From an optimization exercise on the open Yosys and OpenROAD flow, aimed at small area and a short achievable clock period; shortcuts taken in it are not production practice.
In this exercise RTL edits were held to simulation tests only and were not proved equivalent to the original.
Power and IR drop assume default switching activity.

==> flow/design.v (excerpt) <==
module MyMain( R, G, B,Vsync, Hsync,Display0, Display1, Display2, Display3, kyClk, kyData, clk,kd, c0, c1, c2, c3, rst);
Size: about 130 flip-flops, roughly 12,000 sq um of cells after synthesis.
export LEC_CHECK = 0
export CAP_MARGIN = 20
export CORE_MARGIN = 2
export CORE_UTILIZATION = 65
export CTS_BUF_LIST = sky130_fd_sc_hd__clkbuf_8
export CTS_CLUSTER_DIAMETER = 100
export CTS_CLUSTER_SIZE = 40
export PLACE_DENSITY = 0.8
export SLEW_MARGIN = 20
create_clock -name core_clock -period 125.0 [get_ports {clk}]
standard.sh (not shown) runs the stock make flow with config.mk's settings and CLKGATE_MAP_FILE= SYNTH_SCRIPT=/design/flow/synth_recipe.tcl, a recipe that flattens the netlist after the stock synthesis.
==> flow/flow/run.sh <==
#!/bin/bash
# Layout flow: the standard layout (standard.sh: the standard synthesis,
# floorplan, power grid, placement, clock tree and routing) with three
# settings of its own, passed to ORFS through the environment:
#  - the ports are buffered with a plain buffer (buf_2) instead of the delay
#    cell that port buffering picks by default;
#  - timing repair is asked for a setup margin of 98.9 ns, so that it also
#    works on the paths from the inputs and to the outputs, which the 125 ns
#    clock otherwise leaves with a large slack;
#  - the clock tree is built without dummy loads.
# The whole output of the flow goes to standard.log here, and ORFS writes each
# step's log under orfs/logs.
set -o pipefail
export BUFFER_PORTS_ARGS="-buffer_cell sky130_fd_sc_hd__buf_2"
export SETUP_SLACK_MARGIN=98.9
export CTS_ARGS="-sink_clustering_enable -repair_clock_nets -dont_use_dummy_load -sink_clustering_size 40 -sink_clustering_max_diameter 100 -buf_list sky130_fd_sc_hd__clkbuf_8"
bash standard.sh 2>&1 | tee standard.log
==> next run, changes <==
- TNS_END_PERCENT: unset -> 5
What happened: The changed run produced a clean layout; routed wire length fell by 2.3%; maximum frequency fell by about 0.36%; setup slack gets worse by 0.093 ns; clock skew hardly moves.

* * *

## v21
MyMain, a different RTL version from the one above (not shown whole).
Size in the first run: ~0.014 mm² of cells after synthesis.
clock: 125.0 ns
lec_check: 0
cap_margin: 20
core_margin: 2
core_utilization: 40
slew_margin: 20
run.sh (not shown) runs the stock make flow with config.mk's settings and CLKGATE_MAP_FILE= SYNTH_SCRIPT=/design/flow/synth_recipe.tcl, a recipe that flattens the netlist after the stock synthesis.
Stock flow here: none of the scripts above is used.
## Diff of input files: v10 against v21
Settings: CTS_CLUSTER_DIAMETER now 100, previously not set; CORE_UTILIZATION now 65, was 40; ABC_AREA now 1, previously not set; PLACE_DENSITY now 0.8, previously not set; CTS_CLUSTER_SIZE now 40, previously not set; CTS_BUF_LIST now sky130_fd_sc_hd__clkbuf_8, previously not set.
- Of the two candidates, v21 has the better switching power total and v10 the worse one.
- Comparing the two runs side by side, v10 comes out ahead of v21 on area of the core.
- Between v10 and v21, fraction of synthesized cell area in xor and xnor cells is higher for v21, v10 comes in under that.
- Utilization after layout was lower in the run labelled v21.
- Compared with v21, v10 supports a lower clock frequency.
### v10 -> v32
Settings: CORE_UTILIZATION now 78, was 65; ABC_AREA no longer set, was 1; PLACE_DENSITY now 0.9, was 0.8.
### Flow results
Of the two candidates, v10 has the better post-synthesis instance area and v32 the worse one. Looking only at global-route wire length before repair, and setting everything else aside, the higher value of v10 and v32 goes to v32. Compared with v10, in v32 share of the final layout cell area in multi-input gates increased 5.8 points, fraction of standard cell area that is sequential decreased 0.31 points, minimum setup slack in the final design picked up an extra 360 ps, met1 global-route usage went up, data arrival time of the critical path has decreased. Initial standard-cell utilization of the core delta for v32 relative to v10: 13 points higher. On design area, the lower figure sits with v10, not v32.
Relative to v32, the following input files were edited for v6:
Settings: a change of CORE_UTILIZATION from 78 to 65; a change of PLACE_DENSITY from 0.9 to 0.8.
Results
Wire length of the first global-routing pass shrinks by a few percent when moving from v32 to v6. From v32 to v6 the numbers moved as follows: fraction of area in clock buffers and inverters barely changed, wire length per cell after detailed routing went down, non-clock buffer area fraction after layout level, sequential power saw little to no change. The final area was comparable across v6 and v32. Ratio of total power to cell area (v6 over v32): decrease, 0.24 mW/mm². The area of the core of v6 exceeds that of v32 by about 20%. The width of the die of v6 exceeds that of v32 by 13 µm. Wire length came out lower on v6 than on v32. Summary of the comparison: cell-internal power is lower in v6, relative to v32.
For v26, these inputs were changed with respect to v6:
Settings: a deleted PLACE_DENSITY that had been 0.8; a change of CORE_UTILIZATION from 65 to 40.
## What came out
v26 vs. v6: met3 usage down 4.4 points; net switching fraction of the power down 2.4 points; share of final layout cell area taken by non-clock buffers flat; remaining max-slew budget at the tightest pin up 11 points.
In the flow results for v6 and v26, the first-iteration DRC count is larger on v26.
v26: worst slack on hold paths lower than v6
For the worst clock skew, v26 came in 5.2 ps lower than v6 did.
v26 does worse than v6 on core footprint.
When v26 is measured against v6, its cell total after placement turns out 180 higher.

static timing again, ports no longer ideal:
The flow's constraints put no driver on any port. The routed layouts listed below were extracted and timed again, unchanged, in two steps.
Step 1 assumes that a clkbuf_16 drives the clock port and a buf_2 every other input.
Step 2 moves the port delays by t, midway between the first and last clock arrival at a register: inputs arrive t later, outputs are due t later. That takes back most of the time a late clock gives input paths.
a / b / c = no drivers / after step 1 / after step 2; a / b = the first two.
run | shift t [ns] | slack for setup (ns) | hold WS [ns]
the first run of note 1 | 0.490 | 98.925 / 98.888 / 98.456 | 0.459 / 0.459 / 0.459
the second run of note 1 | 0.484 | 98.832 / 98.790 / 98.386 | 0.459 / 0.459 / 0.459
v21 | 0.481 | 98.387 / 98.379 / 97.935 | 0.458 / 0.458 / 0.458
v10 | 0.499 | 97.996 / 98.017 / 97.518 | 0.467 / 0.467 / 0.467
v32 | 0.526 | 98.357 / 98.317 / 98.154 | 0.467 / 0.467 / 0.467
v6 | 0.517 | 98.377 / 98.334 / 98.065 | 0.465 / 0.465 / 0.465
v26 | 0.509 | 98.390 / 98.348 / 97.937 | 0.461 / 0.461 / 0.461
After both steps every run listed still meets setup and hold. For v10, which loses most, drivers alone change the setup slack by +0.021 ns; drivers and shift together by -0.478 ns.
